What follows belongs to an exercise in optimizing a design on an open flow for small area, a short achievable clock period and few clock cycles per item; a production flow would make more cautious choices.
RTL that was checked went through simulation tests only; none was proved equivalent to the original.
The RTL of run 6 was laid out without a check of its function.
Power is estimated from default activity; no workload was simulated.

==> flow/design.v <==
module LASER (
input CLK,
input RST,
input [3:0] X,
input [3:0] Y,
output reg [3:0] C1X,
output reg [3:0] C1Y,
output reg [3:0] C2X,
output reg [3:0] C2Y,
output reg DONE);
localparam [10:0] NREAD  = 11'd40;      
localparam [10:0] LAST1  = 11'd2039;    
localparam [10:0] LASTC  = 11'd2042;    
function [9:0] lfsr_step;
  input [9:0] v;
  input integer n;
  integer k;
  begin
    lfsr_step = v;
    for (k = 0; k < n; k = k + 1)
      lfsr_step = {lfsr_step[8:0], lfsr_step[9] ^ lfsr_step[6]};
  end
endfunction
reg  [9:0]  V;
reg  [10:0] cnt;
wire        rd    = (cnt < NREAD);
wire        s1    = ~rd & (cnt <= LAST1);               
wire        s2    = (cnt > NREAD) & (cnt <= LAST1 + 11'd1);  
wire        last  = (cnt == LASTC);
wire [9:0]  V1    = lfsr_step(V, 1);
wire [9:0]  V42   = lfsr_step(V, 42);
wire [9:0]  VD    = lfsr_step(V, 41);      
wire [9:0]  Vn    = s1 ? V42 : last ? V : V1;    
always @(posedge CLK) begin
  if (RST) begin
    V   <= 10'h1;
    cnt <= 11'd0;
  end else begin
    V   <= Vn;
    cnt <= last ? 11'd0 : cnt + 11'd1;
  end
end
always @(posedge CLK) begin
  if (RST) DONE <= 1'b0;
  else     DONE <= (cnt == LASTC - 11'd1);
end
reg [7:0] P [0:39];
integer i;
always @(posedge CLK) begin
  P[0] <= rd ? {X, Y} : P[39];
  for (i = 1; i < 40; i = i + 1)
    P[i] <= P[i-1];
end
function [3:0] mv;
  input [3:0] b;
  input       up;
  input       st1;                 
  reg   [4:0] sum;
  begin
    if (up) begin
      sum = {1'b0, b} + (st1 ? 5'd1 : 5'd2);
      mv  = sum[4] ? 4'd15 : sum[3:0];
    end else begin
      sum = {1'b0, b} - (st1 ? 5'd1 : 5'd2);
      mv  = sum[4] ? 4'd0 : sum[3:0];
    end
  end
endfunction
function [15:0] mv4;
  input [15:0] b;
  input [9:0]  q;
  begin
    mv4 = {mv(b[15:12], q[0], q[5]), mv(b[11:8], q[3], q[5]),
           mv(b[7:4],   q[5], q[5]), mv(b[3:0],  q[9], q[5])};
  end
endfunction
function [3:0] cls;
  input [3:0] p, c;
  reg [4:0] d, k;
  integer b;
  begin
    k[0] = 1'b1;
    for (b = 0; b < 4; b = b + 1) begin
      d[b]   = p[b] ^ ~c[b] ^ k[b];
      k[b+1] = (p[b] & ~c[b]) | (p[b] & k[b]) | (~c[b] & k[b]);
    end
    d[4] = ~k[4];
    cls[0] = ~|d;
    cls[1] = (~d[4] & ~d[3] & ~d[2] & ~(d[1] & d[0])) | (d[4] & d[3] & d[2] & d[1]);
    cls[2] = (~d[4] & ~d[3] & ~d[2]) | (d[4] & d[3] & d[2] & (d[1] | d[0]));
    cls[3] = (~d[4] & ~d[3] & (~d[2] | ~(d[1] | d[0]))) | (d[4] & d[3] & d[2]);
  end
endfunction
function cov1;
  input [3:0] px, py, cx, cy;
  reg [3:0] a, b;
  begin
    a = cls(px, cx);
    b = cls(py, cy);
    cov1 = (a[3] & b[0]) | (a[2] & b[1]) | (a[1] & b[2]) | (a[0] & b[3]);
  end
endfunction
function cov2;
  input [7:0]  p;
  input [15:0] t;
  begin
    cov2 = cov1(p[7:4], p[3:0], t[15:12], t[11:8]) | cov1(p[7:4], p[3:0], t[7:4], t[3:0]);
  end
endfunction
localparam [15:0] INIT = {4'd0, 4'd0, 4'd8, 4'd8};
localparam NG = 5;             
reg        dec;                
reg [NG-1:0] decg;
reg        decm;
reg [15:0] Ar, Br;             
reg [15:0] T2, X2;             
reg [15:0] MA1, MA2, MB1, MB2;  
reg [5:0]  prev, best;
reg        rndr;               
wire [15:0] tp  = decm ? Ar : Br;          
wire [15:0] xp  = decm ? T2 : X2;          
wire [15:0] A   = decm ? MA1 : MA2;        
wire [15:0] B   = decm ? MB1 : MB2;        
always @(posedge CLK) begin
  if (rd) begin
    Ar <= INIT; Br <= INIT; T2 <= INIT; X2 <= INIT;
  end else begin
    Ar <= A; Br <= B; T2 <= tp; X2 <= xp;
  end
  if (rd) begin
    MA1 <= mv4(INIT, Vn); MA2 <= mv4(INIT, Vn); MB1 <= mv4(INIT, Vn); MB2 <= mv4(INIT, Vn);
  end else begin
    MA1 <= mv4(A, Vn); MA2 <= mv4(B, Vn); MB1 <= mv4(tp, Vn); MB2 <= mv4(xp, Vn);
  end
  rndr <= (VD < 10'd150);
end
reg [39:0] hitA, hitB;
reg [15:0] Ag, Bg;
integer j;
always @(*)
  for (j = 0; j < 40; j = j + 1) begin
    Ag = decg[j / 8] ? MA1 : MA2;
    Bg = decg[j / 8] ? MB1 : MB2;
    hitA[j] = cov2(P[j], Ag);
    hitB[j] = cov2(P[j], Bg);
  end
wire [5:0] caA, cbA, caB, cbB;
wire A_s1 = hitA[0] ^ hitA[1] ^ hitA[2];
wire A_s2 = (hitA[0] & hitA[1]) | (hitA[0] & hitA[2]) | (hitA[1] & hitA[2]);
wire A_s3 = hitA[3] ^ hitA[4] ^ hitA[5];
wire A_s4 = (hitA[3] & hitA[4]) | (hitA[3] & hitA[5]) | (hitA[4] & hitA[5]);
wire A_s5 = hitA[6] ^ hitA[7] ^ hitA[8];
wire A_s6 = (hitA[6] & hitA[7]) | (hitA[6] & hitA[8]) | (hitA[7] & hitA[8]);
wire A_s7 = hitA[9] ^ hitA[10] ^ hitA[11];
wire A_s8 = (hitA[9] & hitA[10]) | (hitA[9] & hitA[11]) | (hitA[10] & hitA[11]);
wire A_s9 = hitA[12] ^ hitA[13] ^ hitA[14];
wire A_s10 = (hitA[12] & hitA[13]) | (hitA[12] & hitA[14]) | (hitA[13] & hitA[14]);
wire A_s11 = hitA[15] ^ hitA[16] ^ hitA[17];
wire A_s12 = (hitA[15] & hitA[16]) | (hitA[15] & hitA[17]) | (hitA[16] & hitA[17]);
wire A_s13 = hitA[18] ^ hitA[19] ^ hitA[20];
wire A_s14 = (hitA[18] & hitA[19]) | (hitA[18] & hitA[20]) | (hitA[19] & hitA[20]);
wire A_s15 = hitA[21] ^ hitA[22] ^ hitA[23];
wire A_s16 = (hitA[21] & hitA[22]) | (hitA[21] & hitA[23]) | (hitA[22] & hitA[23]);
wire A_s17 = hitA[24] ^ hitA[25] ^ hitA[26];
wire A_s18 = (hitA[24] & hitA[25]) | (hitA[24] & hitA[26]) | (hitA[25] & hitA[26]);
wire A_s19 = hitA[27] ^ hitA[28] ^ hitA[29];
wire A_s20 = (hitA[27] & hitA[28]) | (hitA[27] & hitA[29]) | (hitA[28] & hitA[29]);
wire A_s21 = hitA[30] ^ hitA[31] ^ hitA[32];
wire A_s22 = (hitA[30] & hitA[31]) | (hitA[30] & hitA[32]) | (hitA[31] & hitA[32]);
wire A_s23 = hitA[33] ^ hitA[34] ^ hitA[35];
wire A_s24 = (hitA[33] & hitA[34]) | (hitA[33] & hitA[35]) | (hitA[34] & hitA[35]);
wire A_s25 = hitA[36] ^ hitA[37] ^ hitA[38];
wire A_s26 = (hitA[36] & hitA[37]) | (hitA[36] & hitA[38]) | (hitA[37] & hitA[38]);
wire A_s27 = A_s1 ^ A_s3 ^ A_s5;
wire A_s28 = (A_s1 & A_s3) | (A_s1 & A_s5) | (A_s3 & A_s5);
wire A_s29 = A_s7 ^ A_s9 ^ A_s11;
wire A_s30 = (A_s7 & A_s9) | (A_s7 & A_s11) | (A_s9 & A_s11);
wire A_s31 = A_s13 ^ A_s15 ^ A_s17;
wire A_s32 = (A_s13 & A_s15) | (A_s13 & A_s17) | (A_s15 & A_s17);
wire A_s33 = A_s19 ^ A_s21 ^ A_s23;
wire A_s34 = (A_s19 & A_s21) | (A_s19 & A_s23) | (A_s21 & A_s23);
wire A_s35 = A_s2 ^ A_s4 ^ A_s6;
wire A_s36 = (A_s2 & A_s4) | (A_s2 & A_s6) | (A_s4 & A_s6);
wire A_s37 = A_s8 ^ A_s10 ^ A_s12;
wire A_s38 = (A_s8 & A_s10) | (A_s8 & A_s12) | (A_s10 & A_s12);
wire A_s39 = A_s14 ^ A_s16 ^ A_s18;
wire A_s40 = (A_s14 & A_s16) | (A_s14 & A_s18) | (A_s16 & A_s18);
wire A_s41 = A_s20 ^ A_s22 ^ A_s24;
wire A_s42 = (A_s20 & A_s22) | (A_s20 & A_s24) | (A_s22 & A_s24);
wire A_s43 = prA0 ^ prA1 ^ prA2;
wire A_s44 = (prA0 & prA1) | (prA0 & prA2) | (prA1 & prA2);
wire A_s45 = prA3 ^ prA4 ^ prA5;
wire A_s46 = (prA3 & prA4) | (prA3 & prA5) | (prA4 & prA5);
wire A_s47 = prA6 ^ prA7 ^ prA8;
wire A_s48 = (prA6 & prA7) | (prA6 & prA8) | (prA7 & prA8);
wire A_s49 = prA9 ^ prA10 ^ prA11;
wire A_s50 = (prA9 & prA10) | (prA9 & prA11) | (prA10 & prA11);
wire A_s51 = prA12 ^ prA13 ^ prA14;
wire A_s52 = (prA12 & prA13) | (prA12 & prA14) | (prA13 & prA14);
wire A_s53 = prA15 ^ prA16 ^ prA17;
wire A_s54 = (prA15 & prA16) | (prA15 & prA17) | (prA16 & prA17);
wire A_s55 = A_s44 ^ A_s46 ^ A_s47;
wire A_s56 = (A_s44 & A_s46) | (A_s44 & A_s47) | (A_s46 & A_s47);
wire A_s57 = A_s48 ^ A_s50 ^ A_s52;
wire A_s58 = (A_s48 & A_s50) | (A_s48 & A_s52) | (A_s50 & A_s52);
wire A_s59 = A_s55 ^ A_s49 ^ A_s51;
wire A_s60 = (A_s55 & A_s49) | (A_s55 & A_s51) | (A_s49 & A_s51);
wire A_s61 = A_s56 ^ A_s57 ^ A_s53;
wire A_s62 = (A_s56 & A_s57) | (A_s56 & A_s53) | (A_s57 & A_s53);
wire A_s63 = A_s60 ^ A_s61 ^ prA18;
wire A_s64 = (A_s60 & A_s61) | (A_s60 & prA18) | (A_s61 & prA18);
wire A_s65 = A_s62 ^ A_s58 ^ A_s54;
wire A_s66 = (A_s62 & A_s58) | (A_s62 & A_s54) | (A_s58 & A_s54);
reg prA0;
reg prA1;
reg prA2;
reg prA3;
reg prA4;
reg prA5;
reg prA6;
reg prA7;
reg prA8;
reg prA9;
reg prA10;
reg prA11;
reg prA12;
reg prA13;
reg prA14;
reg prA15;
reg prA16;
reg prA17;
reg prA18;
always @(posedge CLK) begin
  prA0 <= A_s27;
  prA1 <= A_s29;
  prA2 <= A_s31;
  prA3 <= A_s33;
  prA4 <= A_s25;
  prA5 <= hitA[39];
  prA6 <= A_s28;
  prA7 <= A_s30;
  prA8 <= A_s32;
  prA9 <= A_s34;
  prA10 <= A_s35;
  prA11 <= A_s37;
  prA12 <= A_s39;
  prA13 <= A_s41;
  prA14 <= A_s26;
  prA15 <= A_s36;
  prA16 <= A_s38;
  prA17 <= A_s40;
  prA18 <= A_s42;
end
assign caA = {1'b0, A_s66, A_s64, A_s63, A_s59, A_s43};
assign cbA = {1'b0, 1'b0, A_s65, 1'b0, 1'b0, A_s45};
wire B_s1 = hitB[0] ^ hitB[1] ^ hitB[2];
wire B_s2 = (hitB[0] & hitB[1]) | (hitB[0] & hitB[2]) | (hitB[1] & hitB[2]);
wire B_s3 = hitB[3] ^ hitB[4] ^ hitB[5];
wire B_s4 = (hitB[3] & hitB[4]) | (hitB[3] & hitB[5]) | (hitB[4] & hitB[5]);
wire B_s5 = hitB[6] ^ hitB[7] ^ hitB[8];
wire B_s6 = (hitB[6] & hitB[7]) | (hitB[6] & hitB[8]) | (hitB[7] & hitB[8]);
wire B_s7 = hitB[9] ^ hitB[10] ^ hitB[11];
wire B_s8 = (hitB[9] & hitB[10]) | (hitB[9] & hitB[11]) | (hitB[10] & hitB[11]);
wire B_s9 = hitB[12] ^ hitB[13] ^ hitB[14];
wire B_s10 = (hitB[12] & hitB[13]) | (hitB[12] & hitB[14]) | (hitB[13] & hitB[14]);
wire B_s11 = hitB[15] ^ hitB[16] ^ hitB[17];
wire B_s12 = (hitB[15] & hitB[16]) | (hitB[15] & hitB[17]) | (hitB[16] & hitB[17]);
wire B_s13 = hitB[18] ^ hitB[19] ^ hitB[20];
wire B_s14 = (hitB[18] & hitB[19]) | (hitB[18] & hitB[20]) | (hitB[19] & hitB[20]);
wire B_s15 = hitB[21] ^ hitB[22] ^ hitB[23];
wire B_s16 = (hitB[21] & hitB[22]) | (hitB[21] & hitB[23]) | (hitB[22] & hitB[23]);
wire B_s17 = hitB[24] ^ hitB[25] ^ hitB[26];
wire B_s18 = (hitB[24] & hitB[25]) | (hitB[24] & hitB[26]) | (hitB[25] & hitB[26]);
wire B_s19 = hitB[27] ^ hitB[28] ^ hitB[29];
wire B_s20 = (hitB[27] & hitB[28]) | (hitB[27] & hitB[29]) | (hitB[28] & hitB[29]);
wire B_s21 = hitB[30] ^ hitB[31] ^ hitB[32];
wire B_s22 = (hitB[30] & hitB[31]) | (hitB[30] & hitB[32]) | (hitB[31] & hitB[32]);
wire B_s23 = hitB[33] ^ hitB[34] ^ hitB[35];
wire B_s24 = (hitB[33] & hitB[34]) | (hitB[33] & hitB[35]) | (hitB[34] & hitB[35]);
wire B_s25 = hitB[36] ^ hitB[37] ^ hitB[38];
wire B_s26 = (hitB[36] & hitB[37]) | (hitB[36] & hitB[38]) | (hitB[37] & hitB[38]);
wire B_s27 = B_s1 ^ B_s3 ^ B_s5;
wire B_s28 = (B_s1 & B_s3) | (B_s1 & B_s5) | (B_s3 & B_s5);
wire B_s29 = B_s7 ^ B_s9 ^ B_s11;
wire B_s30 = (B_s7 & B_s9) | (B_s7 & B_s11) | (B_s9 & B_s11);
wire B_s31 = B_s13 ^ B_s15 ^ B_s17;
wire B_s32 = (B_s13 & B_s15) | (B_s13 & B_s17) | (B_s15 & B_s17);
wire B_s33 = B_s19 ^ B_s21 ^ B_s23;
wire B_s34 = (B_s19 & B_s21) | (B_s19 & B_s23) | (B_s21 & B_s23);
wire B_s35 = B_s2 ^ B_s4 ^ B_s6;
wire B_s36 = (B_s2 & B_s4) | (B_s2 & B_s6) | (B_s4 & B_s6);
wire B_s37 = B_s8 ^ B_s10 ^ B_s12;
wire B_s38 = (B_s8 & B_s10) | (B_s8 & B_s12) | (B_s10 & B_s12);
wire B_s39 = B_s14 ^ B_s16 ^ B_s18;
wire B_s40 = (B_s14 & B_s16) | (B_s14 & B_s18) | (B_s16 & B_s18);
wire B_s41 = B_s20 ^ B_s22 ^ B_s24;
wire B_s42 = (B_s20 & B_s22) | (B_s20 & B_s24) | (B_s22 & B_s24);
wire B_s43 = prB0 ^ prB1 ^ prB2;
wire B_s44 = (prB0 & prB1) | (prB0 & prB2) | (prB1 & prB2);
wire B_s45 = prB3 ^ prB4 ^ prB5;
wire B_s46 = (prB3 & prB4) | (prB3 & prB5) | (prB4 & prB5);
wire B_s47 = prB6 ^ prB7 ^ prB8;
wire B_s48 = (prB6 & prB7) | (prB6 & prB8) | (prB7 & prB8);
wire B_s49 = prB9 ^ prB10 ^ prB11;
wire B_s50 = (prB9 & prB10) | (prB9 & prB11) | (prB10 & prB11);
wire B_s51 = prB12 ^ prB13 ^ prB14;
wire B_s52 = (prB12 & prB13) | (prB12 & prB14) | (prB13 & prB14);
wire B_s53 = prB15 ^ prB16 ^ prB17;
wire B_s54 = (prB15 & prB16) | (prB15 & prB17) | (prB16 & prB17);
wire B_s55 = B_s44 ^ B_s46 ^ B_s47;
wire B_s56 = (B_s44 & B_s46) | (B_s44 & B_s47) | (B_s46 & B_s47);
wire B_s57 = B_s48 ^ B_s50 ^ B_s52;
wire B_s58 = (B_s48 & B_s50) | (B_s48 & B_s52) | (B_s50 & B_s52);
wire B_s59 = B_s55 ^ B_s49 ^ B_s51;
wire B_s60 = (B_s55 & B_s49) | (B_s55 & B_s51) | (B_s49 & B_s51);
wire B_s61 = B_s56 ^ B_s57 ^ B_s53;
wire B_s62 = (B_s56 & B_s57) | (B_s56 & B_s53) | (B_s57 & B_s53);
wire B_s63 = B_s60 ^ B_s61 ^ prB18;
wire B_s64 = (B_s60 & B_s61) | (B_s60 & prB18) | (B_s61 & prB18);
wire B_s65 = B_s62 ^ B_s58 ^ B_s54;
wire B_s66 = (B_s62 & B_s58) | (B_s62 & B_s54) | (B_s58 & B_s54);
reg prB0;
reg prB1;
reg prB2;
reg prB3;
reg prB4;
reg prB5;
reg prB6;
reg prB7;
reg prB8;
reg prB9;
reg prB10;
reg prB11;
reg prB12;
reg prB13;
reg prB14;
reg prB15;
reg prB16;
reg prB17;
reg prB18;
always @(posedge CLK) begin
  prB0 <= B_s27;
  prB1 <= B_s29;
  prB2 <= B_s31;
  prB3 <= B_s33;
  prB4 <= B_s25;
  prB5 <= hitB[39];
  prB6 <= B_s28;
  prB7 <= B_s30;
  prB8 <= B_s32;
  prB9 <= B_s34;
  prB10 <= B_s35;
  prB11 <= B_s37;
  prB12 <= B_s39;
  prB13 <= B_s41;
  prB14 <= B_s26;
  prB15 <= B_s36;
  prB16 <= B_s38;
  prB17 <= B_s40;
  prB18 <= B_s42;
end
assign caB = {1'b0, B_s66, B_s64, B_s63, B_s59, B_s43};
assign cbB = {1'b0, 1'b0, B_s65, 1'b0, 1'b0, B_s45};
function gt3;
  input [5:0] a, b, r;
  reg [5:0] s, k;
  reg [6:0] t;
  begin
    s = a ^ b ^ ~r;
    k = (a & b) | (a & ~r) | (b & ~r);
    t = {1'b0, s} + {k, 1'b0};
    gt3 = t[6];
  end
endfunction
wire [5:0] cntA = caA + cbA;
wire [5:0] cntB = caB + cbB;
wire [5:0] cov  = dec ? cntA : cntB;
wire       gtA  = gt3(caA, cbA, prev);
wire       gtB  = gt3(caB, cbB, prev);
wire       acc  = (dec ? gtA : gtB) | rndr;
integer g;
reg [5:0]  cov3;               
reg [15:0] t3;
reg        s3;
always @(posedge CLK) begin
  dec  <= s2 & acc;
  decm <= s2 & ((decm ? gtA : gtB) | rndr);
  for (g = 0; g < NG; g = g + 1)
    decg[g] <= s2 & ((decg[g] ? gtA : gtB) | rndr);
  if (!s2)
    prev <= 6'd0;
  else if (acc)
    prev <= cov;
  cov3 <= cov;
  t3   <= dec ? Ar : Br;
  s3   <= s2;
end
always @(posedge CLK) begin
  if (rd)
    best <= 6'd0;
  else if (s3 && cov3 > best)
    best <= cov3;
end
always @(posedge CLK) begin
  if (RST) begin
    C1X <= 4'd7; C1Y <= 4'd7;
    C2X <= 4'd7; C2Y <= 4'd7;
  end else if (s3 && cov3 > best) begin
    {C1X, C1Y, C2X, C2Y} <= t3;
  end
end
endmodule
==> flow/run.sh <==
#!/bin/bash
# synth_recipe.tcl (not shown) runs the flow's synth.tcl, then flattens the netlist and writes it again
# the make line also repeats each setting of config.mk as NAME=value (left out here)
make -C /OpenROAD-flow-scripts/flow DESIGN_CONFIG=/design/flow/config.mk WORK_HOME=/design/flow/orfs CLKGATE_MAP_FILE= SYNTH_SCRIPT=/design/flow/synth_recipe.tcl finish
==> flow/config.mk <==
export PLATFORM = sky130hd
export DESIGN_NAME = LASER
export DESIGN_NICKNAME = LASER
export VERILOG_FILES = /design/flow/design.v
export SDC_FILE = /design/flow/constraint.sdc
export NUM_CORES = 4
export LEC_CHECK = 0
export CAP_MARGIN = 20
export CORE_MARGIN = 2
export CORE_UTILIZATION = 40
export SLEW_MARGIN = 20
==> flow/constraint.sdc <==
create_clock -name core_clock -period 6.0 [get_ports {CLK}]
set_input_delay 1.2000 -clock core_clock [delete_from_list [all_inputs] [get_ports {CLK}]]
set_output_delay 1.2000 -clock core_clock [all_outputs]
set_load 0.01 [all_outputs]
==> results_dict.tcl, run 1 <==
set metrics [dict create \
    status "no timing/DRC/antenna violations" \
    grt_max_degree 68 \
    die_w_um 410 \
    start_kind "flip-flop" \
    synth_flop_cell "dfxtp_1" \
    tightest_slew_ns 1.19 \
    wl_met3_mm 16.2 \
    holdBufCountCts 0 \
    ctsHtreeMaxLevel 3 \
    required_ns 6.57 \
    grt_pass1_vias 51600 \
    fin_tns_setup_ns 0 \
    fmax_mhz 198 \
    postSynthRegisterBits 567 \
    rsz0062_at_grt "no" \
    grt_overflow_total 0 \
    synth-edff-count 0 \
    post_cts_buffers 0 \
    wirelength_mm 209 \
    wl_per_cell_um 22.0 \
    period_share 0.842 \
    clk_latency_ns 0.70 \
    finClkSkew_ns 0.0310 \
    fillerInstances 15800 \
    synth.net_count 8575 \
    drtIter0Drc 3986 \
    numCtsBuffers 74 \
    ios 27 \
    syn_avg_cell_area_um2 9.30 \
    end_kind "flip-flop" \
    antenna_left 0 \
    timing.hold.ws_ns 0.337 \
    path_cells "buf_4, mux2_2, ha_1, inv_1, fa_1, fa_1, fa_1, inv_1, nor3b_1, o21ai_0, a21oi_1, a31oi_1, o32ai_1, fa_1, fa_1" \
    wl_met1_mm 89.0 \
    power.density_mw_per_mm2 216 \
    synthArstFlopShare 0 \
    yosysSeqAreaShare 0.172 \
    dieHeight_um 410 \
    r2r-start "decg[1]" \
    port_buffers 26 \
    r2r-end "prA1" \
    relSlewSlack 0.191 \
    cp_max_fo 20 \
    arrival_ns 5.62 \
    finalPower_w 0.0157 \
    ys.warnings.count 2 \
    area_growth_pct 10.2 \
    slew_viol_final 0 \
    synth_cell_types 78 \
    max_stage_delay_ns 0.57 \
    top_layer_used "met5" \
    multi_input_area_mm2 0.0500 \
    clkTransAtPathRegs_ns 0.07 \
    finalCriticalPeriod_ns 5.05 \
    wl_met2_mm 93.4 \
    grt_antenna_before_repair 2 \
    drive_gt1_frac 0.0750 \
    drc 0 \
    grt_use_total 0.248 \
    post-route-util 0.442 \
    ff2ff_setup_slack_ns 0.95 \
    cpMostUsedCell "fa_1" \
    cap_violations 0 \
    max-vdd-ir-drop_mv 0.560 \
    ctsResizeCount 0 \
    seqCellArea_mm2 0.0114 \
    synth_cells 7090 \
    vias 52200 \
    cts_tree "yes" \
    place_congestion 0.934 \
    final_net_count 8729 \
    core_mm2 0.164 \
    die_area_mm2 0.168 \
    whs_path_depth 0 \
    dr.pass1.iters 6 \
    cp_slowest_cell "dfxtp_2" \
    num_rows 149 \
    grt_pass1_wl_mm 314 \
    dp_cells 9357 \
    whs_endpoint "P[16][0]" \
    finalHoldViolCount 0 \
    ff2ff_path_depth 15 \
    fin_cells 9494 \
    finalSetupViolations 0 \
    initial_core_util 0.401 \
    clockBufferDepth 3 \
    netlist_area_mm2 0.0659 \
    p_leak_nw 30.4 \
    cts_root_buf "clkbuf_16" \
    dp_hpwl_mm 154 \
    cts_sinks 567 \
    avgViaCountPerCell 5.50 \
    hold_path_class "reg2reg" \
    min_from "P[15][0]" \
    crit_type "reg2reg" \
]
[routing by layer]
layer,track usage,vias to the layer above
li1,-,24000
met1,0.331,25800
met2,0.391,1962
met3,0.0526,495
met4,0.103,2
met5,0,-
[worst max path at each step]
| stage | cells after the start | startpoint | to | slack (ns) |
|---|---|---|---|---|
| finish | 15 | decg[1] | prA1 | 0.95 |
| floorplan | 15 | decg[4] | prB3 | 1.03 |
| detailed placement | 13 | decg[3] | prA3 | 0.98 |
| global placement | 13 | decg[3] | prA3 | 1.07 |
| CTS | 13 | decg[3] | prA3 | 0.97 |
| global route | 15 | decg[3] | prA2 | 0.76 |
[metrics by stage]
stage | setup WS [ns] | area [um^2]
after floorplan | 1.03 | 65900
after global placement | 1.07 | 70000
after detailed placement | 0.983 | 70000
after CTS | 0.965 | 72700
after global routing | 0.760 | 72700
final | 0.947 | 72700
[critical path: cells and delay by family (launching register included)]
family                     cells  cell delay (ns)
adders and majority gates      6             2.49
AOI/OAI and AO/OA              4             0.60
DFF                            1             0.57
buffers and inverters          3             0.54
muxes                          1             0.50
and+or+nand+nor                1             0.20
[placed cells by master, fill, tap and decap left out, types with 12 or more instances in the layout]
cell type and instances:
xnor2_1 35, nand3_1 132, nor3b_1 94, a211oi_1 39, clkbuf_8 12, nand4_1 36
and2_1 16, o21ai_0 505, a221oi_1 21, o22ai_1 112, nand3b_1 159, ha_1 415
buf_4 128, o32ai_1 15, fa_1 1060, nand2_1 340, nor3_1 133, clkbuf_16 76
mux2i_1 208, dfxtp_1 561, mux2i_2 90, inv_1 1243, and3b_1 12, a31oi_1 48
nand2b_1 102, o211ai_1 23, mux2_2 164, o221ai_1 25, nor2b_1 326, clkdlybuf4s50_1 26
nor4_1 27, and3_1 32, a211o_1 15, a21oi_1 329, a22oi_1 83, nor2_1 441
[power breakdown]
group | switching [W] | total (W) | internal, W
Combinational | 0.00363 | 0.00632 | 0.00268
Clock | 0.00197 | 0.00493 | 0.00296
Sequential | 0.000430 | 0.00444 | 0.00401
[Yosys cell counts (17+ instances only)]
cell / number / area share
nor2_1: 441 / 0.025
nand3_1: 133 / 0.010
o211ai_1: 23 / 0.0026
a22oi_1: 83 / 0.0094
and3_1: 33 / 0.0031
fa_1: 1060 / 0.32
buf_1: 17 / 0.00097
a211oi_1: 39 / 0.0044
mux2_2: 164 / 0.028
dfxtp_1: 567 / 0.17
nand4_1: 36 / 0.0034
nor3_1: 133 / 0.010
a31oi_1: 48 / 0.0046
ha_1: 415 / 0.079
mux2i_1: 304 / 0.046
nor3b_1: 94 / 0.011
nand2_1: 340 / 0.019
inv_1: 1244 / 0.071
o21ai_0: 505 / 0.038
nor2b_1: 326 / 0.031
a21oi_1: 330 / 0.025
nand2b_1: 102 / 0.0097
o22ai_1: 112 / 0.011
o221ai_1: 25 / 0.0033
a221oi_1: 21 / 0.0028
nor4_1: 27 / 0.0026
nand3b_1: 159 / 0.018
clkbuf_1: 39 / 0.0022
xnor2_1: 35 / 0.0046
[flip-flops by register name, indices dropped and copies added, names as in the netlist, 4 cells and up]
register	count
C2Y	4
MA2	16
decg	5
P	320
cnt	11
V	10
prev	6
X2	16
Br	16
T2	16
C2X	4
C1X	4
MB1	16
t3	16
Ar	16
MA1	16
cov3	6
MB2	16
C1Y	4
best	6
[cell type report]
type / count / area share
well taps: 2189 / 0.0377
clock buffers: 97 / 0.0289
repair buffers: 155 / 0.0171
diodes: 2 / 0.0000689
inverters: 1245 / 0.0643
flip-flops and latches: 567 / 0.156
clock inverters: 38 / 0.00757
multi-input cells: 5201 / 0.688
[cell families after synthesis]
group,synth area share
AOI/OAI and AO/OA,0.120
xor gates and xnor gates,0.00598
adders and majority gates,0.401
buffers and inverters,0.0761
DFF,0.172
muxes,0.0752
and+or+nand+nor,0.150
Testbench counts, summed over its fixed seeds: cycles 130,752, items 64.
==> run 2, diff against run 1 <==
--- a/flow/config.mk
+++ b/flow/config.mk
@@ -10,2 +10,3 @@
 export CORE_UTILIZATION = 40
+export SETUP_SLACK_MARGIN = 2.5
 export SLEW_MARGIN = 20
==> results_dict.tcl, run 2 <==
set metrics [dict create \
    mostFrequentLayoutCells "inv_1, fa_1, dfxtp_1" \
    die_w_um 410 \
    synthXorXnorAreaFrac 0.00598 \
    hold_path_class "reg2reg" \
    cts_tree "yes" \
    critPathLaunch "decg[1]" \
    die_area_mm2 0.168 \
    grt_max_degree 80 \
    numCtsBuffers 76 \
    finalSetupViolations 0 \
    dp_cells 9328 \
    syn_avg_cell_area_um2 9.30 \
    synth-edff-count 0 \
    grt_pass1_vias 53400 \
    netlist_top_cells_area "fa_1, dfxtp_1, ha_1" \
    synth_simple_gate_area_frac 0.150 \
    synth.net_count 8575 \
    clockBufferDepth 3 \
    ios 27 \
    crit_type "reg2reg" \
    holdBufCountCts 0 \
    core_mm2 0.164 \
    power.density_mw_per_mm2 231 \
    synth_cells 7090 \
    synth_common_cells "inv_1, fa_1, dfxtp_1, o21ai_0, nor2_1" \
    final_common_cell "inv_1" \
    finalPower_w 0.0184 \
    ff2ff_setup_slack_ns 1.71 \
    setup_ws_ns 1.71 \
    max_stage_delay_ns 0.56 \
    tightest_slew_ns 1.10 \
    ctsHtreeMaxLevel 3 \
    synth_compound_area_frac 0.120 \
    dr.pass1.iters 6 \
    p_leak_nw 32.4 \
    largest_register_ff_count 320 \
    num_rows 149 \
    p_switching_w 0.00736 \
    r2r-start "decg[1]" \
    initial_core_util 0.401 \
    end_kind "flip-flop" \
    area_growth_pct 20.8 \
    status "no timing/DRC/antenna violations" \
    fmax_mhz 233 \
    drtIter0Drc 4443 \
    synth_top_family_by_area "adder cells" \
    wirelength_mm 220 \
    drive_gt1_frac 0.197 \
    synthMuxAreaShare 0.0752 \
    finalHoldViolCount 0 \
    cap_violations 0 \
    synthArstFlopShare 0 \
    avgViaCountPerCell 5.52 \
    yosysSeqAreaShare 0.172 \
    dieHeight_um 410 \
    cpMostUsedCell "fa_2" \
    port_buffers 26 \
    dp_hpwl_mm 155 \
    clkTransAtPathRegs_ns 0.06 \
    rsz0062_at_grt "yes" \
    grt_overflow_total 0 \
    antenna_left 0 \
    crit_end "prA1" \
    place_congestion 0.952 \
    path_cells "buf_6, buf_4, mux2i_4, buf_6, fa_2, fa_2, fa_1, nand2b_1, a21oi_1, o21ai_1, o32ai_4, fa_2, fa_1" \
    ys.warnings.count 2 \
    postSynthRegisterBits 567 \
    finClkSkew_ns 0.0285 \
    final_net_count 9018 \
    swShare 0.400 \
    netlist_area_mm2 0.0659 \
    fin_cells 9788 \
    start_kind "flip-flop" \
    arrival_ns 4.87 \
    cp_slowest_cell "fa_2" \
    ff2ff_path_depth 13 \
    post-synth-top-area-cell "fa_1" \
    grt_pass1_wl_mm 327 \
    cts_root_buf "clkbuf_16" \
    clk_latency_ns 0.71 \
    max-vdd-ir-drop_mv 0.856 \
    intPower_w 0.0110 \
    slew_viol_final 0 \
    required_ns 6.59 \
    drc 0 \
    synth_flop_cell "dfxtp_1" \
    top_register "P" \
    vias 54000 \
    wl_per_cell_um 22.5 \
    synthAdderAreaFrac 0.401 \
    clkPwrFrac 0.276 \
    synth_top_area_frac 0.322 \
    power_frac_seq 0.241 \
    period_share 0.714 \
    cts_sinks 567 \
    grt_antenna_before_repair 4 \
    fin_tns_setup_ns 0 \
    relSlewSlack 0.255 \
    pre_cts_ws_ns 1.00 \
    yosysMostFrequentCell "inv_1" \
    finalCriticalPeriod_ns 4.29 \
    synth_cell_types 78 \
    r2r-end "prA1" \
    grt_use_total 0.258 \
    power_frac_comb 0.483 \
    cp_max_fo 8 \
]
[run 2: cell types whose count changed in the layout (fill, tap and decap cells not counted), moves of 86 or more]
cell and delta:
inv_2 +92, buf_12 +86, fa_1 -242, buf_4 +145
fa_2 +242, inv_1 -96
[run 2: final cells by class]
cell class,count,area (um^2)
Clock inverter,42,644
Tap cell,2189,2740
Timing Repair Buffer,439,4780
Timing Repair inverter,1,7.51
Inverter,1245,4680
Fill cell,15100,84800
Sequential cell,567,11500
Multi-Input combinational cell,5203,53100
Clock buffer,99,2130
Antenna cell,3,7.51
[run 2: worst max-delay path: cells and delay by family, from the launching register on]
family | cells | cell delay (ns)
buffers and inverters | 3 | 0.46
DFF | 1 | 0.37
and+or+nand+nor | 1 | 0.17
adders and majority gates | 5 | 2.39
muxes | 1 | 0.18
AOI/OAI and AO/OA | 3 | 0.57
[run 2: worst min-delay path by stage]
stage,slack (ns),startpoint,cells past startpoint,endpoint
after detailed placement,0.34,P[6][4],0,P[7][4]
after CTS,0.33,P[14][4],0,P[15][4]
after global placement,0.33,P[18][0],0,P[19][0]
final,0.33,P[14][4],0,P[15][4]
after floorplan,0.33,P[9][0],0,P[10][0]
after global routing,0.34,P[14][4],0,P[15][4]
[run 2: timing repair]
item | in CTS | in global routing
setup endpoints to repair | 115 | 71
pin swaps | 132 | 212
endpoints found under the hold margin | 0 | 0
buffers inserted | 225 | 83
gates resized for setup | 422 | 372
cloned | 6 | 2
[run 2: power by group through the flow]
stage	clock (W)	combinational (W)	sequential, W
after floorplan	0	0.00528	0.00430
after CTS	0.00512	0.00795	0.00442
after detailed placement	0	0.00686	0.00450
after global placement	0	0.00673	0.00450
final	0.00506	0.00887	0.00443
after global routing	0.00528	0.00955	0.00447
[run 2: metal layers]
metal  track usage  vias to the layer above  wire (um)
li1              -                    24600          -
met1         0.348                    26900      92700
met2         0.405                     1987      99100
met3        0.0482                      557      16400
met4         0.114                        0      11900
met5             0                        -          0
[run 2: cell families (layout without fill, tap and decap cells)]
logic type               after synthesis  after routing
AO/OA/AOI/OAI                       1326           1326
AND/OR/NAND/NOR                     1882           1884
buffers and inverters               1322           1826
flip-flops                           567            567
XOR/XNOR                              45             45
other                                  0              3
adder cells (fa/ha/maj)             1475           1475
multiplexers                         473            473
[run 2: through the flow]
stage / hold slack (ns) / instance area, um^2 / utilization
floorplan: 0.331 / 67400 / -
global placement: 0.334 / 70700 / 0.430
detailed placement: 0.336 / 70700 / 0.430
CTS: 0.333 / 77500 / 0.471
global route: 0.345 / 79600 / 0.484
finish: 0.330 / 79600 / 0.484
==> run 3, diff against run 2 <==
--- a/flow/config.mk
+++ b/flow/config.mk
@@ -10,3 +10,3 @@
 export CORE_UTILIZATION = 40
-export SETUP_SLACK_MARGIN = 2.5
+export SETUP_SLACK_MARGIN = 1.5
 export SLEW_MARGIN = 20
==> results_dict.tcl, run 3 <==
set metrics [dict create \
    power.density_mw_per_mm2 213 \
    grt_max_degree 82 \
    clkTransAtPathRegs_ns 0.06 \
    swShare 0.393 \
    grt_use_total 0.246 \
    syn_avg_cell_area_um2 9.30 \
    crit_cells 14 \
    power_frac_seq 0.284 \
    start_kind "flip-flop" \
    ctsHtreeMaxLevel 3 \
    vias 51800 \
    dpl_cell_area_mm2 0.0700 \
    netlist_area_mm2 0.0659 \
    wl_per_cell_um 21.7 \
    end_kind "flip-flop" \
    largest_register_ff_count 320 \
    tightest_slew_ns 1.12 \
    netlist_top_cells_area "fa_1, dfxtp_1, ha_1" \
    numCtsBuffers 72 \
    grt_pass1_vias 51000 \
    period_share 0.738 \
    clockBufferDepth 3 \
    fin_tns_setup_ns 0 \
    finalCriticalPeriod_ns 4.43 \
    synth_top_area_frac 0.322 \
    drc 0 \
    ys.warnings.count 2 \
    die_w_um 410 \
    finClkSkew_ns 0.0264 \
    post-synth-top-area-cell "fa_1" \
    intPower_w 0.00945 \
    holdBufCountCts 0 \
    crit_buf_inv 4 \
    critPathLaunch "decg[2]" \
    num_rows 149 \
    p_leak_nw 30.6 \
    p_switching_w 0.00613 \
    cp_max_fo 13 \
    cap_violations 0 \
    cts_root_buf "clkbuf_16" \
    cp_slowest_cell "fa_1" \
    grt_antenna_before_repair 3 \
    synth.net_count 8575 \
    die_area_mm2 0.168 \
    arrival_ns 4.97 \
    synth_cells 7090 \
    drive_gt1_frac 0.0859 \
    relSlewSlack 0.241 \
    synth_flop_cell "dfxtp_1" \
    grt_pass1_wl_mm 311 \
    cts_tree "yes" \
    max_stage_delay_ns 0.63 \
    clkPwrFrac 0.291 \
    synthArstFlopShare 0 \
    ios 27 \
    r2r-end "prA1" \
    status "no timing/DRC/antenna violations" \
    yosysMostFrequentCell "inv_1" \
    synth_cell_types 78 \
    fmax_mhz 226 \
    required_ns 6.54 \
    r2r-start "decg[2]" \
    antenna_left 0 \
    avgViaCountPerCell 5.44 \
    final_net_count 8771 \
    design_area_mm2 0.0732 \
    grt_overflow_total 0 \
    initial_core_util 0.401 \
    clk_latency_ns 0.69 \
    port_buffers 26 \
    core_mm2 0.164 \
    top_register "P" \
    max-vdd-ir-drop_mv 0.504 \
    cts_sinks 567 \
    slew_viol_final 0 \
    ff2ff_setup_slack_ns 1.57 \
    synth-edff-count 0 \
    finalSetupViolations 0 \
    wirelength_mm 207 \
    dr.pass1.iters 6 \
    fillerInstances 15800 \
    dieHeight_um 410 \
    power_frac_comb 0.424 \
    seqCellArea_mm2 0.0114 \
    mostFrequentLayoutCells "inv_1, fa_1, dfxtp_1" \
    drtIter0Drc 4499 \
    finalPower_w 0.0156 \
    finalHoldViolCount 0 \
    dp_hpwl_mm 153 \
    crit_type "reg2reg" \
    ff2ff_path_depth 14 \
    multi_input_area_mm2 0.0503 \
    rsz0062_at_grt "yes" \
    hold_path_class "reg2reg" \
    crit_end "prA1" \
    crit_family "adder cells" \
    postSynthRegisterBits 567 \
    area_growth_pct 11.1 \
    final_common_cell "inv_1" \
    yosysSeqAreaShare 0.172 \
    place_congestion 0.944 \
    path_cells "buf_4, mux2i_2, buf_4, fa_1, fa_1, fa_1, inv_1, a22oi_1, a21oi_1, nor4_1, a31oi_1, fa_1, inv_1, fa_1" \
    synth_common_cells "inv_1, fa_1, dfxtp_1, o21ai_0, nor2_1" \
    cpMostUsedCell "fa_1" \
]
## run 3: area by class of cell
type	count	share of cell area
Timing Repair Buffer	199	0.0232
Inverter	1245	0.0639
Sequential cell	567	0.156
Multi-Input combinational cell	5201	0.687
Clock buffer	98	0.0274
Antenna cell	3	0.000102
Tap cell	2189	0.0374
Clock inverter	33	0.00506
## run 3: layer usage
| layer | GRT usage | vias up | share of wire |
|---|---|---|---|
| li1 | - | 24100 | - |
| met1 | 0.334 | 25600 | 0.43 |
| met2 | 0.390 | 1661 | 0.45 |
| met3 | 0.0454 | 425 | 0.069 |
| met4 | 0.0960 | 4 | 0.043 |
| met5 | 0 | - | 0.00018 |
## run 3: worst min-delay path by stage
stage / startpoint / to / slack, ns / depth (start not counted)
6_report: P[14][0] / P[15][0] / 0.34 / 0
5_1_grt: P[20][6] / P[21][6] / 0.36 / 0
4_1_cts: P[9][4] / P[10][4] / 0.34 / 0
3_5_place_dp: P[6][4] / P[7][4] / 0.34 / 0
3_3_place_gp: P[18][6] / P[19][6] / 0.33 / 0
2_1_floorplan: P[9][0] / P[10][0] / 0.33 / 0
## run 3: logic make-up after synthesis
group	Yosys count	synth area share
adders and majority gates	1475	0.401
buffers and inverters	1322	0.0761
AOI/OAI and AO/OA	1326	0.120
xor gates and xnor gates	45	0.00598
muxes	473	0.0752
and+or+nand+nor	1882	0.150
DFF	567	0.172
## run 3: what timing repair did
item,CTS,global route
pin swaps,1,2
setup buffers,9,38
endpoints found under the setup margin,46,35
resized for setup,63,43
## run 3: worst register-to-register path: stages, from the launching register on
cell and delay (ns):
dfxtp_4 0.46, buf_4 0.23, mux2i_2 0.08, buf_4 0.26
fa_1 0.45, fa_1 0.39, fa_1 0.50, inv_1 0.07
a22oi_1 0.17, a21oi_1 0.06, nor4_1 0.34, a31oi_1 0.17
fa_1 0.63, inv_1 0.08, fa_1 0.43
## run 3: power by group through the flow
| stage | registers (W) | clock network, W | logic (W) |
|---|---|---|---|
| 2_1_floorplan | 0.00430 | 0 | 0.00459 |
| 3_3_place_gp | 0.00452 | 0 | 0.00601 |
| 3_5_place_dp | 0.00451 | 0 | 0.00614 |
| 4_1_cts | 0.00443 | 0.00461 | 0.00624 |
| 5_1_grt | 0.00447 | 0.00476 | 0.00728 |
| 6_report | 0.00443 | 0.00453 | 0.00661 |
## run 3: metrics by stage
stage               instances  hold slack [ns]  utilization  setup slack, ns
floorplan                7090            0.331            -             1.43
global placement         9352            0.333        0.425            0.994
global route             9532            0.355        0.445             1.43
detailed placement       9354            0.336        0.426            0.982
finish                   9535            0.341        0.445             1.57
CTS                      9494            0.342        0.442             1.50
==> run 4, diff against run 3 <==
--- a/flow/config.mk
+++ b/flow/config.mk
@@ -9,3 +9,4 @@
 export CORE_MARGIN = 2
-export CORE_UTILIZATION = 40
+export CORE_UTILIZATION = 60
+export PLACE_DENSITY = 0.75
 export SETUP_SLACK_MARGIN = 1.5
==> results_dict.tcl, run 4 <==
set metrics [dict create \
    status "no timing/DRC/antenna violations" \
    die_area_mm2 0.113 \
    hold_path_class "reg2reg" \
    r2r-start "MB2[9]" \
    clockBufferDepth 3 \
    whs_path_depth 0 \
    fmax_mhz 225 \
    period_share 0.741 \
    clkTransAtPathRegs_ns 0.07 \
    final_net_count 8773 \
    clkPwrFrac 0.299 \
    intPower_w 0.00964 \
    slew_viol_final 0 \
    dr.pass1.iters 6 \
    r2r-end "prB1" \
    wirelength_mm 208 \
    drtIter0Drc 5524 \
    cp_slowest_cell "fa_1" \
    syn_avg_cell_area_um2 9.30 \
    required_ns 6.54 \
    cts_sinks 567 \
    finalSetupViolations 0 \
    grt.busiest_layer "met2" \
    p_switching_w 0.00622 \
    core_mm2 0.109 \
    whs_endpoint "P[21][0]" \
    vias 54100 \
    path_cells "buf_4, mux2i_2, fa_1, fa_1, fa_1, nand2_1, mux2_2, nor4_2, a31oi_1, fa_1, inv_1, fa_1" \
    cts_tree "yes" \
    top_register "P" \
    grtUsageMet1 0.488 \
    ff2ff_path_depth 12 \
    dieHeight_um 336 \
    port_buffers 26 \
    final_common_cell "inv_1" \
    power_frac_seq 0.278 \
    fin_tns_setup_ns 0 \
    power_frac_comb 0.424 \
    grt_max_degree 87 \
    setup_ws_ns 1.55 \
    power.density_mw_per_mm2 219 \
    postSynthRegisterBits 567 \
    yosysSeqAreaShare 0.172 \
    finalCriticalPeriod_ns 4.45 \
    max_stage_delay_ns 0.61 \
    post-synth-top-area-cell "fa_1" \
    grt_util_met2 0.572 \
    mostFrequentLayoutCells "inv_1, fa_1, dfxtp_1" \
    fillerInstances 8603 \
    avgViaCountPerCell 6.17 \
    initial_core_util 0.605 \
    synth_top_area_frac 0.322 \
    cap_violations 0 \
    netlist_top_cells_area "fa_1, dfxtp_1, ha_1" \
    cp_max_fo 8 \
    synth_cells 7090 \
    ff2ff_setup_slack_ns 1.55 \
    yosysMostFrequentCell "inv_1" \
    area_growth_pct 10.0 \
    synth.net_count 8575 \
    drc 0 \
    cts_root_buf "clkbuf_16" \
    ctsHtreeMaxLevel 3 \
    numCtsBuffers 72 \
    drive_gt1_frac 0.0893 \
    swShare 0.392 \
    grt_antenna_before_repair 3 \
    grt_use_met3 0.0909 \
    relSlewSlack 0.205 \
    dp_hpwl_mm 155 \
    synth_cell_types 78 \
    grt_overflow_total 0 \
    pre_cts_ws_ns 0.902 \
    synth-edff-count 0 \
    die_w_um 336 \
    max-vdd-ir-drop_mv 0.413 \
    cpMostUsedCell "fa_1" \
    tightest_slew_ns 1.17 \
    num_rows 121 \
    rsz0062_at_grt "yes" \
    netlist_area_mm2 0.0659 \
    antenna_left 0 \
    end_kind "flip-flop" \
    synthArstFlopShare 0 \
    synth_common_cells "inv_1, fa_1, dfxtp_1, o21ai_0, nor2_1" \
    wl_per_cell_um 23.8 \
    ys.warnings.count 2 \
    grt_pass1_vias 53900 \
    arrival_ns 4.99 \
    place_congestion 1.00 \
    ios 27 \
    finClkSkew_ns 0.0500 \
    grt_pass1_wl_mm 316 \
    start_kind "flip-flop" \
    largest_register_ff_count 320 \
    finalHoldViolCount 0 \
    synth_flop_cell "dfxtp_1" \
    min_from "P[20][0]" \
    grt_use_total 0.374 \
    clk_latency_ns 0.69 \
    crit_type "reg2reg" \
    p_leak_nw 30.7 \
]
-- run 4: cell count changes in the layout (fill, tap and decap cells not counted), sizes merged --
| cell | previous run | this run |
|---|---|---|
| bufinv | 6 | 7 |
| inv | 1250 | 1251 |
| buf | 173 | 175 |
| clkinvlp | 2 | 10 |
| diode | 3 | 2 |
| clkbuf | 98 | 91 |
| clkinv | 20 | 18 |
-- run 4: cells by family after synthesis --
family,count (synthesis),synth area share
buffers and inverters,1322,0.0761
XOR/XNOR,45,0.00598
adder cells (fa/ha/maj),1475,0.401
multiplexers,473,0.0752
flip-flops,567,0.172
AND/OR/NAND/NOR,1882,0.150
AO/OA/AOI/OAI,1326,0.120
-- run 4: cell type report --
class	instances	area, um^2	share of cell area
Multi-Input combinational cell	5201	50400	0.694
Inverter	1245	4670	0.0644
Clock inverter	41	509	0.00702
Timing Repair Buffer	201	1740	0.0240
Clock buffer	91	2040	0.0282
Sequential cell	567	11400	0.158
Antenna cell	2	5.00	0.0000690
Tap cell	1414	1770	0.0244
-- run 4: worst max path at each step --
stage | startpoint | to | slack (ns) | depth (start not counted)
floorplan | decg[4] | prB3 | 1.43 | 15
global placement | decg[0] | prA0 | 1.00 | 12
detailed placement | decg[0] | prA0 | 0.90 | 12
CTS | decg[0] | prA0 | 1.48 | 12
global route | MB1[1] | prB1 | 1.46 | 12
finish | MB2[9] | prB1 | 1.55 | 12
-- run 4: metal layers --
metal	vias to the layer above	wire length, um
li1	24100	-
met1	26500	81400
met2	2709	92200
met3	742	21300
met4	4	13200
met5	-	65
-- run 4: power groups by stage --
stage               registers [W]  logic, W  clock network [W]
floorplan                 0.00430   0.00459                  0
global placement          0.00448   0.00605                  0
detailed placement        0.00448   0.00615                  0
CTS                       0.00440   0.00626            0.00476
global route              0.00444   0.00743            0.00491
finish                    0.00441   0.00672            0.00474
-- run 4: per-stage QoR --
stage	power [W]	instance area, um^2	util	instances	hold slack [ns]
final	0.0159	72500	0.665	8762	0.346
after global routing	0.0168	72500	0.665	8760	0.350
after CTS	0.0154	71900	0.660	8714	0.348
after detailed placement	0.0106	69000	0.633	8572	0.335
after global placement	0.0105	68900	0.633	8572	0.334
after floorplan	0.00888	66000	-	7090	0.331
-- run 4: what timing repair did --
item | in CTS | in global routing
buffers inserted | 10 | 46
gates resized for setup | 73 | 61
pin swaps | 1 | 6
hold buffers | 0 | 0
setup endpoints to repair | 40 | 40
-- run 4: critical path, delay by kind of cell (launching register included) --
family	cells	cell delay (ns)
mux	2	0.55
compound gates	1	0.12
simple gates	2	0.38
flops	1	0.54
fa+ha+maj	5	2.45
buf+inv	2	0.27
==> run 5, diff against run 4 <==
--- a/flow/config.mk
+++ b/flow/config.mk
@@ -11,3 +11,3 @@
 export PLACE_DENSITY = 0.75
-export SETUP_SLACK_MARGIN = 1.5
+export SETUP_SLACK_MARGIN = 2.0
 export SLEW_MARGIN = 20
==> results_dict.tcl, run 5 <==
set metrics [dict create \
    power_frac_seq 0.248 \
    synth.net_count 8575 \
    power_frac_comb 0.497 \
    grt_pass1_wl_mm 320 \
    synth_flop_cell "dfxtp_1" \
    timing.hold.ws_ns 0.340 \
    fin_cells 8962 \
    p_leak_nw 31.9 \
    core_mm2 0.109 \
    postSynthRegisterBits 567 \
    post-synth-top-area-cell "fa_1" \
    grt_overflow_total 0 \
    relSlewSlack 0.277 \
    dp_cells 8564 \
    dp_hpwl_mm 149 \
    cp_max_fo 8 \
    synth_top_area_frac 0.322 \
    drtIter0Drc 5660 \
    clockBufferDepth 3 \
    final_common_cell "inv_1" \
    tightest_slew_ns 1.06 \
    arrival_ns 4.88 \
    path_cells "mux2_4, buf_6, ha_4, inv_1, fa_1, inv_1, fa_1, inv_1, fa_1, inv_1, nor3_2, a21oi_1, or3_1, o22ai_2, fa_2, fa_1" \
    grt_pass1_vias 55600 \
    intPower_w 0.0108 \
    wl_per_cell_um 24.1 \
    r2r-end "prA0" \
    holdBufCountCts 0 \
    fin_tns_setup_ns 0 \
    yosysSeqAreaShare 0.172 \
    ys.warnings.count 2 \
    initial_core_util 0.605 \
    min_from "P[4][0]" \
    clk_latency_ns 0.68 \
    grt_antenna_before_repair 6 \
    numCtsBuffers 69 \
    num_rows 121 \
    finalCriticalPeriod_ns 4.35 \
    area_growth_pct 17.1 \
    finClkSkew_ns 0.0405 \
    grt_use_total 0.376 \
    status "no timing/DRC/antenna violations" \
    crit_type "reg2reg" \
    synth-edff-count 0 \
    cts_tree "yes" \
    power.density_mw_per_mm2 232 \
    cts_sinks 567 \
    max-vdd-ir-drop_mv 0.636 \
    final_net_count 8975 \
    r2r-start "MA1[12]" \
    swShare 0.396 \
    drive_gt1_frac 0.182 \
    rsz0062_at_grt "yes" \
    netlist_area_mm2 0.0659 \
    cp_slowest_cell "dfxtp_1" \
    ios 27 \
    dieHeight_um 336 \
    syn_avg_cell_area_um2 9.30 \
    whs_path_depth 0 \
    synthArstFlopShare 0 \
    antenna_left 0 \
    p_switching_w 0.00711 \
    hold_path_class "reg2reg" \
    top_register "P" \
    vias 56000 \
    largest_register_ff_count 320 \
    slew_viol_final 0 \
    ctsHtreeMaxLevel 3 \
    required_ns 6.53 \
    synth_cell_types 78 \
    port_buffers 26 \
    die_w_um 336 \
    period_share 0.725 \
    synth_cells 7090 \
    grt_max_degree 82 \
    whs_endpoint "P[5][0]" \
    ff2ff_path_depth 16 \
    drc 0 \
    finalHoldViolCount 0 \
    avgViaCountPerCell 6.24 \
    netlist_top_cells_area "fa_1, dfxtp_1, ha_1" \
    yosysMostFrequentCell "inv_1" \
    synth_common_cells "inv_1, fa_1, dfxtp_1, o21ai_0, nor2_1" \
    clkTransAtPathRegs_ns 0.07 \
    fillerInstances 7866 \
    start_kind "flip-flop" \
    finalSetupViolations 0 \
    cts_root_buf "clkbuf_16" \
    die_area_mm2 0.113 \
    ff2ff_setup_slack_ns 1.65 \
    cap_violations 0 \
    max_stage_delay_ns 0.54 \
    place_congestion 1.00 \
    dr.pass1.iters 7 \
    fmax_mhz 230 \
    mostFrequentLayoutCells "inv_1, fa_1, dfxtp_1" \
    clkPwrFrac 0.255 \
    end_kind "flip-flop" \
    wirelength_mm 216 \
]
## run 5: cell count changes in the layout (fill, tap and decap cells not counted), sizes merged
cell | before | now
bufinv | 7 | 9
clkinvlp | 10 | 8
buf | 175 | 378
clkinv | 18 | 19
and3 | 33 | 34
inv | 1251 | 1249
diode | 2 | 4
bufbuf | 0 | 1
clkbuf | 91 | 85
## run 5: power groups by stage
stage / Clock, W / Combinational, W / Sequential (W)
2_1_floorplan: 0 / 0.00468 / 0.00430
3_3_place_gp: 0 / 0.00597 / 0.00450
3_5_place_dp: 0 / 0.00614 / 0.00450
4_1_cts: 0.00456 / 0.00759 / 0.00443
5_1_grt: 0.00471 / 0.00959 / 0.00448
6_report: 0.00457 / 0.00891 / 0.00446
## run 5: metal layers
metal  GRT usage  share of wire
met5           0       0.000046
met4       0.225          0.073
met3      0.0900           0.10
met2       0.590           0.45
met1       0.473           0.37
## run 5: cell type report
cell class / instances / area (um^2) / share of cell area
well taps: 1414 / 1770 / 0.0229
inverters: 1245 / 4670 / 0.0605
multi-input cells: 5202 / 52800 / 0.684
repair buffers: 405 / 4080 / 0.0528
diodes: 4 / 10.0 / 0.000130
clock buffers: 85 / 1900 / 0.0246
flip-flops and latches: 567 / 11500 / 0.149
clock inverters: 40 / 483 / 0.00626
## run 5: stage by stage
step | instance area (um^2) | util | setup slack (ns) | total power, W
after floorplan | 66500 | - | 1.96 | 0.00898
after global placement | 69100 | 0.634 | 1.14 | 0.0105
after detailed placement | 69200 | 0.634 | 1.06 | 0.0106
after CTS | 75300 | 0.691 | 1.80 | 0.0166
after global routing | 77200 | 0.708 | 1.59 | 0.0188
final | 77200 | 0.708 | 1.65 | 0.0179
## run 5: timing repair
| action | CTS | global route |
|---|---|---|
| gates cloned | 3 | 1 |
| gates resized for setup | 464 | 390 |
| pin swaps | 128 | 242 |
| endpoints found under the setup margin | 65 | 65 |
| buffers inserted | 196 | 68 |
## run 5: worst max path at each step
stage	start	end	slack, ns	depth (start not counted)
after detailed placement	decg[3]	prA3	1.06	11
after floorplan	decg[4]	prB3	1.96	14
final	MA1[12]	prA0	1.65	16
after global routing	MA1[12]	prA0	1.59	16
after CTS	decg[3]	prB3	1.80	15
after global placement	decg[3]	prA3	1.14	11
## run 5: kinds of logic (layout without fill, tap and decap cells)
family	after synthesis	after routing	synth area share
buffers and inverters	1322	1775	0.0761
AOI/OAI and AO/OA	1326	1326	0.120
muxes	473	473	0.0752
xor gates and xnor gates	45	45	0.00598
other	0	4	0
adders and majority gates	1475	1475	0.401
and+or+nand+nor	1882	1883	0.150
DFF	567	567	0.172
## run 5: worst max-delay path: cells and delay by family (launching register included)
family | cells | cell delay (ns)
AO/OA/AOI/OAI | 2 | 0.28
flip-flops | 1 | 0.54
AND/OR/NAND/NOR | 2 | 0.48
multiplexers | 1 | 0.43
buffers and inverters | 5 | 0.38
adder cells (fa/ha/maj) | 6 | 2.11
==> run 6, diff against run 5 <==
--- a/flow/design.v
+++ b/flow/design.v
@@ -77,4 +77,5 @@
 function [3:0] cls;
-  input [3:0] p, c;
+  input [3:0] p, cb;
   reg [4:0] d, k;
+  reg z, o;
   integer b;
@@ -83,10 +84,12 @@
     for (b = 0; b < 4; b = b + 1) begin
-      d[b]   = p[b] ^ ~c[b] ^ k[b];
-      k[b+1] = (p[b] & ~c[b]) | (p[b] & k[b]) | (~c[b] & k[b]);
+      d[b]   = p[b] ^ cb[b] ^ k[b];
+      k[b+1] = (p[b] & cb[b]) | (p[b] & k[b]) | (cb[b] & k[b]);
     end
     d[4] = ~k[4];
-    cls[0] = ~|d;
-    cls[1] = (~d[4] & ~d[3] & ~d[2] & ~(d[1] & d[0])) | (d[4] & d[3] & d[2] & d[1]);
-    cls[2] = (~d[4] & ~d[3] & ~d[2]) | (d[4] & d[3] & d[2] & (d[1] | d[0]));
-    cls[3] = (~d[4] & ~d[3] & (~d[2] | ~(d[1] | d[0]))) | (d[4] & d[3] & d[2]);
+    z = ~(d[4] | d[3] | d[2]);             
+    o = d[4] & d[3] & d[2];                
+    cls[0] = z & ~(d[1] | d[0]);
+    cls[1] = (z & ~(d[1] & d[0])) | (o & d[1]);
+    cls[2] = z | (o & (d[1] | d[0]));
+    cls[3] = z | o | (d[2] & ~(d[4] | d[3] | d[1] | d[0]));
   end
@@ -104,3 +107,3 @@
   input [7:0]  p;
-  input [15:0] t;
+  input [15:0] t;                  
   begin
@@ -121,4 +124,4 @@
 wire [15:0] xp  = decm ? T2 : X2;          
-wire [15:0] A   = decm ? MA1 : MA2;        
-wire [15:0] B   = decm ? MB1 : MB2;        
+wire [15:0] A   = ~(decm ? MA1 : MA2);     
+wire [15:0] B   = ~(decm ? MB1 : MB2);     
 always @(posedge CLK) begin
@@ -130,5 +133,5 @@
   if (rd) begin
-    MA1 <= mv4(INIT, Vn); MA2 <= mv4(INIT, Vn); MB1 <= mv4(INIT, Vn); MB2 <= mv4(INIT, Vn);
+    MA1 <= ~mv4(INIT, Vn); MA2 <= ~mv4(INIT, Vn); MB1 <= ~mv4(INIT, Vn); MB2 <= ~mv4(INIT, Vn);
   end else begin
-    MA1 <= mv4(A, Vn); MA2 <= mv4(B, Vn); MB1 <= mv4(tp, Vn); MB2 <= mv4(xp, Vn);
+    MA1 <= ~mv4(A, Vn); MA2 <= ~mv4(B, Vn); MB1 <= ~mv4(tp, Vn); MB2 <= ~mv4(xp, Vn);
   end
--- a/flow/config.mk
+++ b/flow/config.mk
@@ -9,5 +9,4 @@
 export CORE_MARGIN = 2
-export CORE_UTILIZATION = 60
-export PLACE_DENSITY = 0.75
-export SETUP_SLACK_MARGIN = 2.0
+export CORE_UTILIZATION = 40
+export SETUP_SLACK_MARGIN = 1.0
 export SLEW_MARGIN = 20
==> results_dict.tcl, run 6 <==
set metrics [dict create \
    status "no timing/DRC/antenna violations" \
    yosysMostFrequentCell "inv_1" \
    ff2ff_path_depth 9 \
    synth_cells 6995 \
    avgViaCountPerCell 5.58 \
    cts_tree "yes" \
    mostFrequentLayoutCells "inv_1, fa_1, nor2_1" \
    netlist_area_mm2 0.0654 \
    vias 52500 \
    clockBufferDepth 3 \
    ctsHtreeMaxLevel 3 \
    r2r-end "prB4" \
    synth.net_count 8492 \
    postSynthRegisterBits 567 \
    cp_slowest_cell "mux2i_1" \
    dp_hpwl_mm 164 \
    tightest_slew_ns 1.08 \
    yosysSeqAreaShare 0.173 \
    finalPower_w 0.0153 \
    finalHoldViolCount 0 \
    drive_gt1_frac 0.0753 \
    grt_pass1_vias 51400 \
    grt_pass1_wl_mm 323 \
    finalSetupViolations 0 \
    post_cts_buffers 0 \
    core_mm2 0.163 \
    grt_overflow_total 0 \
    largest_register_ff_count 320 \
    ios 27 \
    crit_type "reg2reg" \
    post-synth-top-area-cell "fa_1" \
    synth_top_area_frac 0.324 \
    p_leak_nw 31.4 \
    synthArstFlopShare 0 \
    area_growth_pct 9.99 \
    crit_end "prB4" \
    synth_cell_types 60 \
    required_ns 6.57 \
    slew_viol_final 0 \
    dr.pass1.iters 8 \
    ff2ff_setup_slack_ns 1.04 \
    cp_max_fo 17 \
    max_stage_delay_ns 0.77 \
    holdBufCountCts 0 \
    seqCellArea_mm2 0.0114 \
    initial_core_util 0.403 \
    relSlewSlack 0.267 \
    cpMostUsedCell "fa_1" \
    clkTransAtPathRegs_ns 0.07 \
    final_net_count 8649 \
    top_register "P" \
    end_kind "flip-flop" \
    numCtsBuffers 72 \
    clk_latency_ns 0.72 \
    power.density_mw_per_mm2 213 \
    die_area_mm2 0.167 \
    cap_violations 0 \
    fmax_mhz 201 \
    syn_avg_cell_area_um2 9.36 \
    fin_tns_setup_ns 0 \
    finClkSkew_ns 0.0400 \
    cts_sinks 567 \
    place_congestion 0.969 \
    port_buffers 26 \
    path_cells "buf_4, mux2i_1, inv_1, fa_1, nand2_1, mux2_2, or3_1, o21ai_0, fa_1" \
    synth_flop_cell "dfxtp_1" \
    start_kind "flip-flop" \
    netlist_top_cells_area "fa_1, dfxtp_1, ha_1" \
    drtIter0Drc 4223 \
    wl_per_cell_um 23.1 \
    final_common_cell "inv_1" \
    period_share 0.827 \
    max-vdd-ir-drop_mv 0.442 \
    grt_use_total 0.259 \
    fillerInstances 15800 \
    cts_root_buf "clkbuf_16" \
    ys.warnings.count 2 \
    finalCriticalPeriod_ns 4.96 \
    rsz0062_at_grt "yes" \
    dieHeight_um 409 \
    wirelength_mm 217 \
    r2r-start "decg[4]" \
    antenna_left 0 \
    synth-edff-count 0 \
    synth_common_cells "inv_1, fa_1, nor2_1, dfxtp_1, nand2_1" \
    grt_max_degree 97 \
    hold_path_class "reg2reg" \
    drc 0 \
    multi_input_area_mm2 0.0497 \
    arrival_ns 5.53 \
    critPathLaunch "decg[4]" \
    grt_antenna_before_repair 15 \
    die_w_um 409 \
    num_rows 148 \
]
-- run 6: cell count changes in the layout (fill, tap and decap cells not counted), moves of 72 or more --
cell / delta
fa_2: -212
nor2_1: +161
nor2b_1: -187
fa_1: +212
nor3b_1: -80
o21ai_0: -126
mux2_2: +109
mux2i_1: +99
a32oi_1: +78
nand2_1: +147
a22oi_1: +72
buf_4: -134
nor3_1: +87
-- run 6: worst max-delay path: cells and delay by family, from the launching register on --
family	cells	cell delay, ns
buffers and inverters	2	0.94
AO/OA/AOI/OAI	1	0.69
adder cells (fa/ha/maj)	2	1.19
multiplexers	2	1.03
AND/OR/NAND/NOR	2	0.41
flip-flops	1	0.53
-- run 6: final cells by class --
type | instances | share of cell area
flip-flops and latches | 567 | 0.158
clock inverters | 40 | 0.00751
diodes | 9 | 0.000313
multi-input cells | 5207 | 0.691
well taps | 2175 | 0.0378
inverters | 1140 | 0.0594
repair buffers | 164 | 0.0188
clock buffers | 93 | 0.0274
-- run 6: through the flow --
stage / utilization / setup slack [ns] / hold WS [ns] / cells / area [um^2]
after global routing: 0.443 / 0.944 / 0.349 / 9386 / 72000
final: 0.443 / 1.04 / 0.346 / 9395 / 72000
after detailed placement: 0.427 / 0.756 / 0.335 / 9252 / 69400
after CTS: 0.442 / 0.957 / 0.343 / 9385 / 71900
after floorplan: - / 1.00 / 0.331 / 6995 / 65500
after global placement: 0.427 / 0.832 / 0.334 / 9252 / 69400
-- run 6: worst min-delay path by stage --
stage	cells after the start	slack [ns]	startpoint	to
CTS	0	0.34	P[5][5]	P[6][5]
global route	0	0.35	P[23][2]	P[24][2]
floorplan	0	0.33	P[9][0]	P[10][0]
global placement	0	0.33	P[1][4]	P[2][4]
detailed placement	0	0.33	P[17][2]	P[18][2]
finish	0	0.35	P[23][2]	P[24][2]
-- run 6: logic make-up after synthesis --
family / Yosys count / share of synthesized area
AOI/OAI and AO/OA: 1220 / 0.118
xor gates and xnor gates: 36 / 0.00482
adders and majority gates: 1487 / 0.406
buffers and inverters: 1221 / 0.0704
DFF: 567 / 0.173
muxes: 565 / 0.0906
and+or+nand+nor: 1899 / 0.137
-- run 6: what timing repair did --
action / 4_1_cts / 5_1_grt
resized for setup: 6 / 10
cloned: 0 / 0
setup endpoints to repair: 9 / 17
-- run 6: report_power, final --
part / switching (W) / internal [W]
clock: 0.00205 / 0.00264
sequential: 0.000383 / 0.00400
combinational: 0.00360 / 0.00263
total: 0.00603 / 0.00928
-- run 6: per-layer routing --
| metal | vias up | global-route usage | wire [um] |
|---|---|---|---|
| met5 | - | 0 | 21 |
| met4 | 4 | 0.122 | 11100 |
| met3 | 544 | 0.0633 | 18300 |
| met2 | 2048 | 0.402 | 96900 |
| met1 | 26000 | 0.340 | 90900 |
| li1 | 23900 | - | - |

afterwards: timing with drivers on the ports:
Ports are ideal in the flow. The routed layouts listed here were re-timed in OpenROAD.
Step 1: set_driving_cell puts a clkbuf_16 on CLK and a buf_2 on each other input, an assumption about the parent block.
Step 2 also shifts input and output timing later by t, the mid clock arrival at the registers, as if the neighbouring blocks saw the same clock.
a / b / c = ideal ports / drivers / drivers and shift; a / b = the first two.
| run | t, ns | setup WS [ns] | latest minus earliest clock arrival (ns) | worst register clock-pin slew, ns |
|---|---|---|---|---|
| run 1 | 0.766 | 0.947 / 0.947 / 0.947 | 0.039 / 0.039 | 0.07 / 0.07 |
| run 2 | 0.786 | 1.714 / 1.714 / 1.714 | 0.034 / 0.034 | 0.07 / 0.07 |
| run 3 | 0.756 | 1.572 / 1.572 / 1.572 | 0.034 / 0.034 | 0.07 / 0.07 |
| run 4 | 0.730 | 1.552 / 1.552 / 1.552 | 0.051 / 0.052 | 0.07 / 0.07 |
| run 5 | 0.730 | 1.650 / 1.650 / 1.650 | 0.041 / 0.041 | 0.08 / 0.08 |
| run 6 | 0.783 | 1.036 / 1.036 / 1.036 | 0.047 / 0.048 | 0.07 / 0.07 |
After both steps every run listed still meets setup and hold.
